From an optimization exercise on the open Yosys and OpenROAD flow, aimed at small area, a short achievable clock period and few clock cycles; shortcuts taken in it are not production practice.
Only simulation tests tie the RTL to the original design; equivalence was not proved.
No activity file was given, so power comes from the tool's default toggle rates.

File: flow/flow/run.sh
#!/bin/bash
# Layout: the standard flow (standard.sh) with one change: the buffers
# that buffer_ports puts on every input and output port are
# sky130_fd_sc_hd__buf_1 rather than its default choice.
# make's output goes to standard_flow.log; ORFS keeps each step's log under orfs/logs.
set -euo pipefail
bash standard.sh "BUFFER_PORTS_ARGS=-buffer_cell sky130_fd_sc_hd__buf_1" finish > standard_flow.log 2>&1
File: flow/standard.sh
#!/bin/bash
# synth_recipe.tcl (not shown) runs the flow's synth.tcl, then flattens the netlist and writes it again
# the make line also repeats each setting of config.mk as NAME=value (left out here)
make -C /OpenROAD-flow-scripts/flow DESIGN_CONFIG=/design/flow/config.mk WORK_HOME=/design/flow/orfs CLKGATE_MAP_FILE= SYNTH_SCRIPT=/design/flow/synth_recipe.tcl "${@:-finish}"
File: flow/config.mk
export PLATFORM = sky130hd
export DESIGN_NAME = cpu16
export DESIGN_NICKNAME = cpu16
export VERILOG_FILES = /design/flow/design.v
export SDC_FILE = /design/flow/constraint.sdc
export NUM_CORES = 8
export LEC_CHECK = 0
export CAP_MARGIN = 20
export CORE_MARGIN = 2
export CORE_UTILIZATION = 40
export SETUP_SLACK_MARGIN = 3.4
export SLEW_MARGIN = 20
File: flow/constraint.sdc
create_clock -name core_clock -period 6.0 [get_ports {clk}]
set_input_delay 1.2000 -clock core_clock [delete_from_list [all_inputs] [get_ports {clk}]]
set_output_delay 1.2000 -clock core_clock [all_outputs]
set_load 0.01 [all_outputs]
File: flow/design.v
`timescale 1ns / 1ps
module cpu16(clk, rst, mem_rdata, mem_addr, mem_wdata, mem_we, halted);
	input clk, rst;
	input [15:0] mem_rdata;
	output [15:0] mem_addr, mem_wdata;
	output mem_we, halted;
	reg [15:0] MAR, RET, AC, R, TR;
	reg [5:0] IB;
	reg Z, WE, patch;
	reg [3:0] cnt;
	reg sEX;    
	reg sLD1;   
	reg sLA1;   
	reg sDAT;   
	reg sST1;   
	reg sST2;   
	reg sSKP;   
	reg sFIL;   
	reg sSHL;   
	reg sSHR;   
	reg sHLT;   
	wire [5:0] op = IB;
	wire b0 = op[0], b1 = op[1], b2 = op[2], b3 = op[3], b4 = op[4], b5 = op[5];
	wire g0 = ~b5 & ~b4, g1 = ~b5 & b4, g2 = b5;
	wire dAS     = g0 & ~b3 & ~b1;           
	wire dSUB    = g0 & ~b3 & ~b1 &  b0;
	wire dNOP    = g0 & ~b3 &  b1 & ~b0;
	wire dLDAC   = g0 & ~b3 &  b1 &  b0;
	wire dMVAC2R = g0 &  b3 & ~b0;
	wire dMVR2AC = g0 &  b3 &  b0;
	wire dMVAC2TR= g1 & ~b3 & ~b1 & ~b0;
	wire dSTAC   = g1 & ~b3 &  b1;
	wire dJ      = g1 &  b3;                 
	wire dMVTR2AC= g2 &  b3;
	wire dLOAD   = g2 & ~b3 &  b2;
	wire dCLAC   = g2 & ~b3 & ~b2 & ~b1 & ~b0;
	wire dSH     = g2 & ~b3 & ~b2 & (b1 ^ b0);   
	wire dEND    = g2 & ~b3 & ~b2 &  b1 &  b0;
	wire jtake = dJ & (~b2 | ~Z);
	wire rbig = |R[15:4];
	wire rnz = |R[3:0];
	wire rmulti = ~rbig & (R[3] | R[2] | R[1]);    
	wire shlast = (cnt == R[3:0]);
	wire shmore = sEX & dSH & rmulti;
	wire shend = (sSHL | sSHR) & shlast;
	wire sub = b0;
	wire [15:0] Rx = R ^ {16{sub}};
	wire [16:0] sum17 = {AC, sub} + {Rx, sub};
	wire [15:0] sum = sum17[16:1];
	wire eq = &(AC ^ Rx);    
	assign mem_addr = MAR;
	assign mem_wdata = AC;
	assign mem_we = WE;
	assign halted = sHLT;
	wire [15:0] inc = MAR + 16'd1;
	wire kD = sDAT;
	wire kSL = (sEX & dSH & b0 & ~rbig & rnz) | sSHL;
	wire kSR = (sEX & dSH & b1 & ~rbig & rnz) | sSHR;
	wire kS = sEX & dAS;
	wire kR = sEX & dMVR2AC;
	wire kT = sEX & dMVTR2AC;
	wire kZ = sEX & (dCLAC | (dSH & rbig));
	wire kH = ~(kD | kSL | kSR | kS | kR | kT | kZ);
	wire nr = ~rst;
	wire [15:0] acn = ({16{kD & nr}} & mem_rdata) | ({16{kSL & nr}} & {AC[14:0], 1'b0}) |
		({16{kSR & nr}} & {1'b0, AC[15:1]}) | ({16{kS & nr}} & sum) | ({16{kR & nr}} & R) |
		({16{kT & nr}} & TR) | ({16{kH & nr}} & AC);
	wire mD = sEX & (dLDAC | dSTAC | jtake);
	wire mA = sEX & dLOAD;
	wire mR = sLD1 | sLA1 | sST1;
	wire mH = shmore | ((sSHL | sSHR) & ~shlast) | sHLT;
	wire mI = ~(mD | mA | mR | mH);
	wire [15:0] marn = ({16{mD & nr}} & mem_rdata) | ({16{mA & nr}} & AC) |
		({16{mR & nr}} & RET) | ({16{mH & nr}} & MAR) | ({16{mI & nr}} & inc);
	always @(posedge clk) begin
		MAR <= marn;
		AC <= acn;
		if (rst) begin
			R <= 16'd0;
			TR <= 16'd0;
		end else begin
			if (sEX & dMVAC2R) R <= AC;
			if (sEX & dMVAC2TR) TR <= AC;
		end
		if (rst) begin
			Z <= 1'b0;
			WE <= 1'b0;
			sEX <= 1'b0; sLD1 <= 1'b0; sLA1 <= 1'b0; sDAT <= 1'b0; sST1 <= 1'b0;
			sST2 <= 1'b0; sSKP <= 1'b1; sFIL <= 1'b0; sSHL <= 1'b0; sSHR <= 1'b0;
			sHLT <= 1'b0;
			cnt <= 4'd2;
		end else begin
			if (sEX & dSUB & eq) Z <= 1'b1;
			else if (sEX & dJ & b2 & Z) Z <= 1'b0;
			WE <= sEX & dSTAC;
			cnt <= (sSHL | sSHR) ? cnt + 4'd1 : 4'd2;
			sEX <= (sEX & ~(dNOP | dLDAC | dSTAC | dJ | dLOAD | dEND | shmore))
				| sDAT | sST2 | sFIL | shend;
			sLD1 <= sEX & dLDAC;
			sLA1 <= sEX & dLOAD;
			sDAT <= sLD1 | sLA1;
			sST1 <= sEX & dSTAC;
			sST2 <= sST1;
			sSKP <= sEX & jtake;
			sFIL <= sSKP | (sEX & (dNOP | (dJ & ~jtake)));
			sSHL <= (sEX & dSH & b0 & rmulti) | (sSHL & ~shlast);
			sSHR <= (sEX & dSH & b1 & rmulti) | (sSHR & ~shlast);
			sHLT <= (sEX & dEND) | sHLT;
		end
		RET <= dLOAD ? MAR : inc;
		if (sEX | sLD1 | sST1 | sFIL | (sST2 & patch))
			IB <= mem_rdata[5:0];
		if (sEX) patch <= (mem_rdata == MAR);
	end
endmodule
==> out/metrics.cfg, run 1 <==
[routing]
vias = 5770
via_per_inst = 6.191
ant_nets = 0
wl_per_cell_um = 20.59
firstDrtPassIters = 5
drt_iter0_markers = 602
drc = 0
drt_wl_total_um = 19190

[global_routing]
grt_pass1_vias = 5386
overflow = 0
grt_pass1_wl_um = 29460
antenna_found_initial = 0
grt_max_degree = 32
grt_usage = 0.2306

[clocking]
clkSinkCount = 103
htree_levels = 3
cts_buffer_depth = 2
clk_pin_slew_ns = 0.07
postCtsHoldBufs = 0
cts_tree = yes
numCtsBuffers = 9
clk_latency_ns = 0.35
root_buffer = clkbuf_16

[power_and_ir_drop]
vdd_drop_max_mv = 0.1711
combPwrFrac = 0.129
powerDensity_mw_per_mm2 = 224.7
seqPwrFrac = 0.470
power_switching_w = 0.0004009
power.leakage_nw = 2.500
p_int_w = 0.001167
switching_share = 0.2557
clkPwrFrac = 0.401

[timing]
max_freq_mhz = 394.7
worst_pin_slew_ns = 0.7416
slew_headroom = 0.5039
rsz0062_at_grt = no
fin_crit_ns = 2.534
finalSetupViolCount = 0
post-route-period-util = 0.4223
setup_slack_ns = 3.466
fin_skew_ns = 0.008264
hold_violations = 0
setup_tns_ns = 0
slew_violations = 0

[min_path]
holdCritStartpoint = TR[13]$_SDFFE_PP0P_
min_to = TR[13]$_SDFFE_PP0P_
whs_path_depth = 2
hold_class = reg -> reg

[setup_path]
cp.arrival_ns = 2.80
cp_max_fo = 17
critPathLaunchType = input pin
rr_worst_depth = 9
r2r_slack_ns = 3.47
r2r-start = IB[0]$_DFFE_PP_
reg2reg_to = AC[15]$_DFF_P_
critPathRequiredTime_ns = 6.27
crit_type = in -> reg
end_kind = flop

[die]
core_mm2 = 0.01459
die_h_um = 126.4
ios = 52
start_util = 0.4105
die-area_mm2 = 0.01597
fp.dieW_um = 126.4
row_count = 44

[place]
io_buffers = 51
place.gp.congestion = 0.8532
pre_cts_ws_ns = 2.593
hpwl_um = 13520

[run]
drv_cap = 0

[synth]
synth_edf_count = 7
syn_area_per_cell_um2 = 8.532
ys.flop_type = dfxtp_1
ys_seq_elements = 103
synth_cells = 702
syn_nets = 737
async_flop_share = 0
syn_area_mm2 = 0.005989
yosysUniqueCellTypes = 67
synth_seq_area_share = 0.3560
yosysWarnings = 1

[layout]
diodes = 0
seqCellArea_mm2 = 0.002132
nets = 778
final_common_cell = dfxtp_1
mostFrequentLayoutCells = dfxtp_1 (96), nand2_1 (92), nor2_1 (51), buf_1 (50)
multiInputGateArea_mm2 = 0.003774
n_fill_cell = 1405
drive_gt1_frac = 0.1070
synthToLayoutAreaGrowth_pct = 16.52

[status]
outcome = timing/DRC/antenna clean

[power by group through the flow]
stage	combinational (W)	sequential [W]	clock, W
final	0.000203	0.000737	0.000628
after global routing	0.000218	0.000739	0.000665
after CTS	0.000182	0.000736	0.000637
after detailed placement	0.000169	0.000752	0
after global placement	0.000167	0.000751	0
after floorplan	0.000126	0.000744	0
[worst max path at each step]
| stage | startpoint | to | slack, ns |
|---|---|---|---|
| floorplan | rst | MAR[11]$_DFF_P_ | 3.35 |
| global placement | rst | MAR[12]$_DFF_P_ | 2.73 |
| detailed placement | rst | AC[14]$_DFF_P_ | 2.59 |
| CTS | rst | AC[10]$_DFF_P_ | 3.44 |
| global route | rst | AC[13]$_DFF_P_ | 3.40 |
| finish | rst | MAR[5]$_DFF_P_ | 3.47 |
[sequential cells by signal, indices dropped and copies added, names as in the netlist, 4 cells and up]
register  flops
R            16
AC           16
cnt           4
IB            6
RET          16
TR           16
MAR          16
[kinds of logic after synthesis]
group / Yosys count / share of synthesized area
xor+xnor: 66 / 0.09651
buf+inv: 60 / 0.04303
simple gates: 249 / 0.2008
compound gates: 188 / 0.2363
fa+ha+maj: 17 / 0.03551
mux: 19 / 0.03196
flops: 103 / 0.3560
[Yosys cell counts, types with 3 or more instances]
cell type  instances  area share
and3_1             5      0.0052
a222oi_1          30       0.050
xor2_1            31       0.045
a22oi_1           13       0.016
a21oi_1           37       0.031
a221oi_1           7       0.010
a21o_1             4      0.0050
nor2b_1            5      0.0052
ha_1              17       0.036
or2_2              5      0.0052
o311ai_0           6      0.0088
nor3_1            13       0.011
o21a_1             3      0.0038
buf_1              3      0.0019
or3_2              3      0.0038
nand4_1           12       0.013
nor4_1            15       0.016
nand2_1           93       0.058
o211ai_1          16       0.020
nor2_1            53       0.033
or3_1              7      0.0073
inv_1             17       0.011
a221o_1            8       0.013
dfxtp_1           96        0.32
mux2i_1           18       0.030
xnor2_1           35       0.051
nand3_1           18       0.015
edfxtp_1           7       0.035
clkbuf_1          28       0.018
buf_2              8      0.0067
a211oi_1           6      0.0075
or4_1              4      0.0050
a211o_1            4      0.0058
o21ai_0           29       0.024
nand2b_1           4      0.0042
[final cells by class]
| cell class | count | area share |
|---|---|---|
| multi-input cells | 539 | 0.5407 |
| flip-flops and latches | 103 | 0.3055 |
| clock inverters | 4 | 0.009860 |
| inverters | 17 | 0.009143 |
| well taps | 184 | 0.03299 |
| clock buffers | 12 | 0.03532 |
| repair buffers | 73 | 0.06651 |
[repair_timing]
action,in CTS,in global routing
pin swaps,2,6
buffers inserted,5,4
gates resized for setup,15,25
gates cloned,1,2
endpoints found under the setup margin,32,16
[per-layer routing]
layer	track usage	vias to the layer above	wire length, um
li1	-	2721	-
met1	0.3126	2774	8542
met2	0.3743	249	9011
met3	0.04808	26	1299
met4	0.06206	0	337
met5	0	-	0
[critical path: stages]
cell       delay, ns
clkbuf_8        0.18
nor4_4          0.32
o2111ai_4       0.21
or2_4           0.35
or3_2           0.42
o211ai_1        0.10
[per-stage QoR]
stage | area [um2] | power (W) | util | instances | hold WS, ns
floorplan | 6032 | 0.0008699 | - | 702 | 0.4159
global placement | 6322 | 0.0009179 | 0.4334 | 904 | 0.4431
detailed placement | 6325 | 0.0009207 | 0.4335 | 904 | 0.4477
CTS | 6780 | 0.001555 | 0.4648 | 926 | 0.4568
global route | 6979 | 0.001622 | 0.4784 | 932 | 0.4701
finish | 6979 | 0.001568 | 0.4784 | 932 | 0.4560
Testbench counts, summed over its fixed seeds: cycles 48,632.
==> run 2: changes to the inputs <==
--- a/flow/design.v
+++ b/flow/design.v
@@ -1,12 +1,13 @@
 `timescale 1ns / 1ps
 module cpu16(clk, rst, mem_rdata, mem_addr, mem_wdata, mem_we, halted);
+	parameter PMB = 4;
 	input clk, rst;
 	input [15:0] mem_rdata;
 	output [15:0] mem_addr, mem_wdata;
 	output mem_we, halted;
 	reg [15:0] MAR, RET, AC, R, TR;
 	reg [5:0] IB;
-	reg Z, WE, patch;
+	reg Z, WE, pm;
 	reg [3:0] cnt;
 	reg sEX;    
 	reg sLD1;   
@@ -53,6 +54,7 @@
 	assign mem_we = WE;
 	assign halted = sHLT;
 	wire [15:0] inc = MAR + 16'd1;
+	wire pmn = (mem_rdata[PMB-1:0] == MAR[PMB-1:0]);
 	wire kD = sDAT;
 	wire kSL = (sEX & dSH & b0 & ~rbig & rnz) | sSHL;
 	wire kSR = (sEX & dSH & b1 & ~rbig & rnz) | sSHR;
@@ -95,21 +97,21 @@
 			WE <= sEX & dSTAC;
 			cnt <= (sSHL | sSHR) ? cnt + 4'd1 : 4'd2;
 			sEX <= (sEX & ~(dNOP | dLDAC | dSTAC | dJ | dLOAD | dEND | shmore))
-				| sDAT | sST2 | sFIL | shend;
+				| sDAT | (sST2 & ~pm) | sFIL | shend;
 			sLD1 <= sEX & dLDAC;
 			sLA1 <= sEX & dLOAD;
 			sDAT <= sLD1 | sLA1;
 			sST1 <= sEX & dSTAC;
 			sST2 <= sST1;
 			sSKP <= sEX & jtake;
-			sFIL <= sSKP | (sEX & (dNOP | (dJ & ~jtake)));
+			sFIL <= sSKP | (sST2 & pm) | (sEX & (dNOP | (dJ & ~jtake)));
 			sSHL <= (sEX & dSH & b0 & rmulti) | (sSHL & ~shlast);
 			sSHR <= (sEX & dSH & b1 & rmulti) | (sSHR & ~shlast);
 			sHLT <= (sEX & dEND) | sHLT;
 		end
-		RET <= dLOAD ? MAR : inc;
-		if (sEX | sLD1 | sST1 | sFIL | (sST2 & patch))
+		RET <= (dLOAD | (dSTAC & pmn)) ? MAR : inc;
+		if (sEX | sLD1 | sST1 | sFIL)
 			IB <= mem_rdata[5:0];
-		if (sEX) patch <= (mem_rdata == MAR);
+		if (sEX) pm <= pmn;
 	end
 endmodule
==> flow/flow/run.sh (replaced) <==
#!/bin/bash
# Layout: the standard flow (standard.sh) with two changes.
#  1. Synthesis is the standard flow's own script (synth_recipe.tcl) and ORFS's synth.tcl,
#     except that ORFS's abc call maps with flow/abc_area.script, an
#     area-recovering script, instead of ORFS's abc_speed.script. Registers,
#     their names and their cells are those of the standard synthesis.
#  2. The buffers that buffer_ports puts on every input and output port are
#     sky130_fd_sc_hd__buf_1 rather than its default choice.
# make's output goes to standard_flow.log; ORFS keeps each step's log under orfs/logs.
set -euo pipefail
W=$PWD
F=$W/flow
sed 's#^\(\s*\)log_cmd abc {\*}\$abc_args$#\1log_cmd abc {*}[lreplace $abc_args 0 1 -script '"$F"'/abc_area.script]#' \
  "$FLOW_HOME/scripts/synth.tcl" > "$W/synth_own.tcl"
grep -q "abc_area.script" "$W/synth_own.tcl"
sed 's#^source \$::env(SCRIPTS_DIR)/synth.tcl$#source '"$W"'/synth_own.tcl#' "$W/synth_recipe.tcl" > "$W/synth_recipe_own.tcl"
grep -q "synth_own.tcl" "$W/synth_recipe_own.tcl"
bash standard.sh "SYNTH_SCRIPT=$W/synth_recipe_own.tcl" \
  "BUFFER_PORTS_ARGS=-buffer_cell sky130_fd_sc_hd__buf_1" finish > standard_flow.log 2>&1
==> flow/flow/abc_area.script (new file) <==
&get -n
&st
&dch
&nf -R 1000
&st
&syn2
&dch
&nf -R 1000
&put
buffer -c
topo
stime -c
upsize -c
dnsize -c
--- a/flow/config.mk
+++ b/flow/config.mk
@@ -8,5 +8,6 @@
 export CAP_MARGIN = 20
 export CORE_MARGIN = 2
 export CORE_UTILIZATION = 40
+export CTS_BUF_LIST = sky130_fd_sc_hd__clkbuf_8
 export SETUP_SLACK_MARGIN = 3.4
 export SLEW_MARGIN = 20
==> run 2 against run 1 <==
Clock skew up 0.0087 ns. Global-route usage down 2.6 points. Cell area down 10%. Combinational power down 9%. Sequential power up 1%. Largest power group unchanged. Worst hold slack better by 0.027 ns.
==> out/metrics.cfg, run 2 <==
[clocking]
clk_pin_slew_ns = 0.11  ; +0.04 ns
cts_tree = yes
clk_latency_ns = 0.38  ; +0.03 ns
root_buffer = clkbuf_8
cts_buffer_depth = 2  ; unchanged
htree_levels = 3  ; unchanged
numCtsBuffers = 9  ; unchanged
clkSinkCount = 103  ; unchanged

[synth]
synth_seq_area_share = 0.3822  ; +0.02627
synthTopCellsByArea = dfxtp_1 (34%), nor2_1 (6.9%), a222oi_1 (5.6%)
ys.flop_type = dfxtp_1
ys_seq_elements = 103  ; unchanged
yosysTopAreaCell = dfxtp_1
syn_nets = 693  ; -6.0%
netlist.area_leader.share = 0.3445  ; +0.02368
yosysMostFrequentCell = nor2_1
async_flop_share = 0  ; unchanged
yosysWarnings = 1  ; unchanged
syn_area_mm2 = 0.005578  ; -6.9%
synth_edf_count = 7  ; unchanged
syn_area_per_cell_um2 = 8.477  ; -0.65%
synth_cells = 658  ; -6.3%
yosysUniqueCellTypes = 67  ; unchanged
ys_top_cells_by_count = nor2_1 (102), dfxtp_1 (96), nand2_1 (69), nor3_1 (33), a222oi_1 (31)

[setup_path]
cp.arrival_ns = 2.82  ; +0.02 ns
cp-startpoint = IB[0]$_DFFE_PP_
r2r-start = IB[0]$_DFFE_PP_
cp_max_fo = 8  ; -9
crit_type = reg -> reg
r2r_slack_ns = 3.44  ; -0.03 ns
end_kind = flop
rr_worst_depth = 11  ; +2
reg2reg_to = AC[15]$_DFF_P_
critPathLaunchType = flop
critPathRequiredTime_ns = 6.26  ; about the same

[min_path]
whs_path_depth = 1  ; -1
holdCritStartpoint = cnt[0]$_SDFF_PP0_
min_to = cnt[0]$_SDFF_PP0_
hold_class = reg -> reg

[timing]
hold_violations = 0  ; unchanged
worst_pin_slew_ns = 0.7196  ; -0.02200 ns
slew_violations = 0  ; unchanged
fin_crit_ns = 2.561  ; +0.02733 ns
setup_slack_ns = 3.439  ; -0.02733 ns
rsz0062_at_grt = yes
setup_tns_ns = 0  ; unchanged
slew_headroom = 0.5190  ; +0.01501
finalSetupViolCount = 0  ; unchanged
post-route-period-util = 0.4269  ; +0.004555
max_freq_mhz = 390.4  ; -1.1%
fin_skew_ns = 0.01693  ; +0.008670 ns

[global_routing]
grt_max_degree = 32  ; unchanged
antenna_found_initial = 0  ; unchanged
grt_pass1_vias = 4534  ; -16%
overflow = 0  ; unchanged
grt_usage = 0.2044  ; -0.02615
grt_pass1_wl_um = 24180  ; -18%

[power_and_ir_drop]
powerDensity_mw_per_mm2 = 227.9  ; +1.4%
power.leakage_nw = 2.348  ; -6.1%
vdd_drop_max_mv = 0.1284  ; -25%

[routing]
wl_per_cell_um = 18.06  ; -12%
firstDrtPassIters = 6  ; +1
drc = 0  ; unchanged
drt_wl_total_um = 15870  ; -17%
drt_iter0_markers = 520  ; -14%
wl_met2_um = 7155  ; -21%
m1WireLength_um = 7484  ; -12%
wl_met3_um = 828  ; -36%
dr.max_layer_used = met4
ant_nets = 0  ; unchanged
via_per_inst = 5.802  ; -6.3%
vias = 5100  ; -12%

[run]
drv_cap = 0  ; unchanged

[layout]
diodes = 0  ; unchanged
drive_gt1_frac = 0.1144  ; +0.007497
mostFrequentLayoutCells = nor2_1 (98), dfxtp_1 (95), nand2_1 (63), buf_1 (50), nor3_1 (33)
synthToLayoutAreaGrowth_pct = 12.63
n_fill_cell = 1376  ; -2.1%
final_common_cell = nor2_1
nets = 729  ; -6.3%

[place]
pre_cts_ws_ns = 2.691  ; +0.09775 ns
place.gp.congestion = 0.8440  ; -1.1%
io_buffers = 51  ; unchanged
hpwl_um = 10970  ; -19%

[die]
start_util = 0.4050  ; -0.005571
fp.dieW_um = 122.1  ; -3.4%
row_count = 43  ; -2.3%
die_h_um = 122.1  ; -3.4%
die-area_mm2 = 0.01490  ; -6.7%
core_mm2 = 0.01377  ; -5.6%
ios = 52  ; unchanged

[status]
outcome = timing/DRC/antenna clean

-- run 2: kinds of logic (layout without fill, tap and decap cells) --
| family | count (synthesis) | in the layout | share of synthesized area |
|---|---|---|---|
| compound gates | 139 | 139 | 0.1862 |
| xor+xnor | 57 | 57 | 0.08950 |
| fa+ha+maj | 17 | 17 | 0.03813 |
| buf+inv | 51 | 91 | 0.05316 |
| flops | 103 | 103 | 0.3822 |
| mux | 1 | 1 | 0.001795 |
| simple gates | 290 | 291 | 0.2490 |
-- run 2: area by class of cell --
cell class	count	area (um2)	area share
flip-flops and latches	103	2133	0.3396
clock buffers	11	151.4	0.02410
repair buffers	66	357.8	0.05696
clock inverters	5	80.08	0.01275
multi-input cells	505	3301	0.5254
well taps	180	225.2	0.03585
inverters	9	33.78	0.005377
-- run 2: what timing repair did --
item	4_1_cts	5_1_grt
hold buffers	0	0
cloned	0	2
buffers inserted	1	11
endpoints found under the hold margin	0	0
endpoints found under the setup margin	43	23
gates resized for setup	17	24
pin swaps	1	14
-- run 2: worst max path at each step --
stage	endpoint
6_report	AC[15]$_DFF_P_
5_1_grt	AC[15]$_DFF_P_
4_1_cts	AC[14]$_DFF_P_
3_5_place_dp	AC[1]$_DFF_P_
3_3_place_gp	AC[3]$_DFF_P_
2_1_floorplan	AC[14]$_DFF_P_
-- run 2: metrics by stage --
stage | hold slack (ns) | util | power, W | area [um2] | cells
2_1_floorplan | 0.4411 | - | 0.0008770 | 5602 | 658
3_3_place_gp | 0.4615 | 0.4181 | 0.0009109 | 5758 | 849
3_5_place_dp | 0.4654 | 0.4181 | 0.0009150 | 5758 | 849
4_1_cts | 0.4858 | 0.4403 | 0.001413 | 6065 | 866
5_1_grt | 0.5070 | 0.4561 | 0.001483 | 6282 | 879
6_report | 0.4826 | 0.4561 | 0.001432 | 6282 | 879
-- run 2: worst max-delay path, stage by stage (launching register included) --
cell	delay (ns)
edfxtp_1	0.44
buf_12	0.17
buf_4	0.14
buf_4	0.15
xor2_1	0.14
ha_1	0.37
a21oi_1	0.26
o21ai_0	0.18
a21oi_2	0.23
o21ai_2	0.10
xnor2_1	0.17
o21ai_0	0.09
-- run 2: where the power goes --
part | internal [W] | switching, W | leakage [nW]
combinational | 0.0000728 | 0.000111 | 1.39
sequential | 0.000715 | 0.0000308 | 0.844
clock | 0.000258 | 0.000244 | 0.117
-- run 2: layer usage --
| metal | vias up | global-route usage |
|---|---|---|
| li1 | 2473 | - |
| met1 | 2426 | 0.2895 |
| met4 | 0 | 0.08046 |
| met5 | - | 0 |
| met2 | 171 | 0.3108 |
| met3 | 30 | 0.03324 |
Testbench counts of run 2, summed over its fixed seeds: cycles 48,647.
==> run 3: changes to the inputs <==
--- a/flow/flow/run.sh
+++ b/flow/flow/run.sh
@@ -6,6 +6,8 @@
 #     their names and their cells are those of the standard synthesis.
 #  2. The buffers that buffer_ports puts on every input and output port are
 #     sky130_fd_sc_hd__buf_1 rather than its default choice.
+#  3. Clock tree synthesis runs with ORFS's arguments plus -dont_use_dummy_load
+#     (no dummy load cells to balance the tree).
 # make's output goes to standard_flow.log; ORFS keeps each step's log under orfs/logs.
 set -euo pipefail
 W=$PWD
@@ -16,4 +18,6 @@
 sed 's#^source \$::env(SCRIPTS_DIR)/synth.tcl$#source '"$W"'/synth_own.tcl#' "$W/synth_recipe.tcl" > "$W/synth_recipe_own.tcl"
 grep -q "synth_own.tcl" "$W/synth_recipe_own.tcl"
 bash standard.sh "SYNTH_SCRIPT=$W/synth_recipe_own.tcl" \
-  "BUFFER_PORTS_ARGS=-buffer_cell sky130_fd_sc_hd__buf_1" finish > standard_flow.log 2>&1
+  "BUFFER_PORTS_ARGS=-buffer_cell sky130_fd_sc_hd__buf_1" \
+  "CTS_ARGS=-sink_clustering_enable -repair_clock_nets -dont_use_dummy_load -buf_list sky130_fd_sc_hd__clkbuf_8" \
+  finish > standard_flow.log 2>&1
==> run 3 against run 2 <==
Via count decreased by 0.31%. Synthesized area did not move. Synthesized cell count unchanged. Wire length is 1.1% lower. Power fell by 11%. Die area stayed put. Utilization fell by 0.80 points. Setup slack better by 0.0062 ns. Still clean.
==> out/metrics.cfg, run 3 <==
[routing]
ant_nets = 0  ; unchanged
drt_wl_total_um = 15700  ; -1.1%
drc = 0  ; unchanged
vias = 5084  ; -0.31%
firstDrtPassIters = 6  ; unchanged
wl_per_cell_um = 18.02  ; -0.19%
drt_iter0_markers = 496  ; -4.6%
via_per_inst = 5.837  ; +0.60%

[synth]
netlist.area_leader.share = 0.3445  ; unchanged
synthTopCellsByArea = dfxtp_1 (34%), nor2_1 (6.9%), a222oi_1 (5.6%)
synth_seq_area_share = 0.3822  ; unchanged
yosysUniqueCellTypes = 67  ; unchanged
yosysTopAreaCell = dfxtp_1
syn_area_mm2 = 0.005578  ; unchanged
ys.flop_type = dfxtp_1
syn_area_per_cell_um2 = 8.477  ; unchanged
ys_top_cells_by_count = nor2_1 (102), dfxtp_1 (96), nand2_1 (69), nor3_1 (33), a222oi_1 (31)
yosysWarnings = 1  ; unchanged
synth_cells = 658  ; unchanged
syn_nets = 693  ; unchanged
async_flop_share = 0  ; unchanged
ys_seq_elements = 103  ; unchanged
synth_edf_count = 7  ; unchanged
yosysMostFrequentCell = nor2_1

[layout]
mostFrequentLayoutCells = nor2_1 (98), dfxtp_1 (95), nand2_1 (63), buf_1 (50), nor3_1 (33)
synthToLayoutAreaGrowth_pct = 10.66
diodes = 0  ; unchanged
final_cells = 871  ; -0.91%
drive_gt1_frac = 0.1071  ; -0.007358
nets = 728  ; -0.14%
final_common_cell = nor2_1
final_util = 0.4481  ; -0.007994

[clocking]
htree_levels = 3  ; unchanged
clk_pin_slew_ns = 0.08  ; -0.03 ns
cts_tree = yes
root_buffer = clkbuf_8
postCtsHoldBufs = 0  ; unchanged
clk_latency_ns = 0.38  ; about the same
clkSinkCount = 103  ; unchanged
numCtsBuffers = 9  ; unchanged
cts_buffer_depth = 2  ; unchanged

[setup_path]
cp.arrival_ns = 2.79  ; -0.03 ns
r2r-start = IB[0]$_DFFE_PP_
path_delay_family = compound AO/OA/AOI/OAI gates
critPathRequiredTime_ns = 6.23  ; -0.03 ns
end_kind = flop
critical_path_buf_inv_count = 3  ; unchanged
critPathSlowestCell = edfxtp_1
max_stage_delay_ns = 0.43  ; about the same
crit_chain = buf_12, xor2_1, ha_1, a21oi_1, o21ai_2, nand3_1, nand2_2, buf_4, buf_4, nor2_1, a211oi_1, a221oi_1, nand3_1
cp-startpoint = IB[0]$_DFFE_PP_
critPathLaunchType = flop
cp_max_fo = 8  ; unchanged
crit_type = reg -> reg

[global_routing]
antenna_found_initial = 0  ; unchanged
grt_usage = 0.2044  ; about the same
grt_pass1_vias = 4519  ; -0.33%
overflow = 0  ; unchanged
grt_pass1_wl_um = 24160  ; -0.12%
grt_max_degree = 32  ; unchanged

[run]
drv_cap = 0  ; unchanged

[timing]
post-route-period-util = 0.4258  ; -0.001035
max_freq_mhz = 391.4  ; +0.24%
fin_crit_ns = 2.555  ; -0.006210 ns
rsz0062_at_grt = yes
slew_violations = 0  ; unchanged
worst_pin_slew_ns = 0.7251  ; +0.005576 ns
hold_violations = 0  ; unchanged
setup_tns_ns = 0  ; unchanged
finalSetupViolCount = 0  ; unchanged
fin_skew_ns = 0.02863  ; +0.01170 ns
slew_headroom = 0.5152  ; -0.003728
fin_hold_ws_ns = 0.4790  ; -0.003558 ns

[status]
outcome = timing/DRC/antenna clean

[die]
ios = 52  ; unchanged
core_mm2 = 0.01377  ; unchanged
fp.dieW_um = 122.1  ; unchanged
die_h_um = 122.1  ; unchanged
start_util = 0.4050  ; unchanged
die-area_mm2 = 0.01490  ; unchanged
row_count = 43  ; unchanged

[power_and_ir_drop]
power_switching_w = 0.0003536  ; -8.3%
vdd_drop_max_mv = 0.09345  ; -27%
combPwrFrac = 0.144  ; +0.016
clkPwrFrac = 0.272  ; -0.079
power.leakage_nw = 2.290  ; -2.5%
p_int_w = 0.0009230  ; -12%
powerDensity_mw_per_mm2 = 206.8  ; -9.2%
power.total_w = 0.001277  ; -11%
switching_share = 0.2770  ; +0.007539
seqPwrFrac = 0.584  ; +0.063

[place]
hpwl_um = 10970  ; unchanged
io_buffers = 51  ; unchanged
place.gp.congestion = 0.8440  ; unchanged
placedCellCount = 849  ; unchanged

[min_path]
holdCritStartpoint = cnt[0]$_SDFF_PP0_
hold_class = reg -> reg

==> run 3: cell counts after synthesis <==
No cell type changed its count.
==> run 3: path summary, 6_finish.rpt <==
path                                           to  slack, ns  depth (start not counted)
worst max-delay path                AC[5]$_DFF_P_       3.45                         13
worst min-delay path            cnt[0]$_SDFF_PP0_       0.48                          1
worst max register to register      AC[5]$_DFF_P_       3.45                         13
worst min register to register  cnt[0]$_SDFF_PP0_       0.48                          1
==> run 3: cell families after synthesis <==
logic type / after synthesis / synth area share
xor gates and xnor gates: 57 / 0.08950
AOI/OAI and AO/OA: 139 / 0.1862
buffers and inverters: 51 / 0.05316
DFF: 103 / 0.3822
and+or+nand+nor: 290 / 0.2490
muxes: 1 / 0.001795
adders and majority gates: 17 / 0.03813
==> run 3: layout make-up <==
| cell class | count | area (um2) |
|---|---|---|
| clock buffers | 9 | 123.9 |
| well taps | 180 | 225.2 |
| multi-input cells | 505 | 3306 |
| fillers | 1389 | 7601 |
| flip-flops and latches | 103 | 2133 |
| repair buffers | 65 | 350.3 |
| inverters | 9 | 33.78 |
==> run 3: repair_timing <==
action / 4_1_cts / 5_1_grt
pin swaps: 1 / 13
setup buffers: 1 / 10
setup endpoints to repair: 43 / 22
gates resized for setup: 16 / 25
endpoints found under the hold margin: 0 / 0
gates cloned: 0 / 2
==> run 3: power groups by stage <==
| stage | Combinational [W] | Clock, W | Sequential (W) |
|---|---|---|---|
| 2_1_floorplan | 0.000127 | 0 | 0.000750 |
| 3_3_place_gp | 0.000151 | 0 | 0.000760 |
| 3_5_place_dp | 0.000154 | 0 | 0.000761 |
| 4_1_cts | 0.000162 | 0.000355 | 0.000745 |
| 5_1_grt | 0.000200 | 0.000380 | 0.000750 |
| 6_report | 0.000183 | 0.000347 | 0.000746 |
==> run 3: routing by layer <==
layer	vias to the layer above	GRT usage	part of all wire
li1	2472	-	-
met1	2395	0.2892	0.46
met2	189	0.3080	0.44
met3	28	0.03699	0.066
met4	0	0.08046	0.027
met5	-	0	0
==> run 3: metrics by stage <==
stage	setup WS, ns	cell area (um2)
after floorplan	3.401	5602
after global placement	2.743	5758
after detailed placement	2.691	5758
after CTS	3.409	5953
after global routing	3.317	6172
final	3.445	6172

[static timing again, ports no longer ideal]
Ports are ideal in the flow. The routed layouts listed here were re-timed in OpenROAD. Step 1, drivers: a clkbuf_16 drives clk and a buf_2 each remaining input, both assumed. Step 2 times the ports against the registers' clock, not the clock port: input delays grow and output delays shrink by t, the midpoint of the rising clock arrivals with the driver on. a / b / c = ideal / step 1 / step 2; a / b = the first two.
run	shift t [ns]	setup slack, ns	worst setup path at the end
run 1	0.383	3.466 / 3.467 / 3.095	input to register
run 2	0.408	3.439 / 3.439 / 3.129	input to register
run 3	0.400	3.445 / 3.445 / 3.143	input to register
After both steps setup and hold are still met in every run listed. For run 1, which loses most, drivers alone change the setup slack by +0.001 ns; drivers and shift together by -0.371 ns.
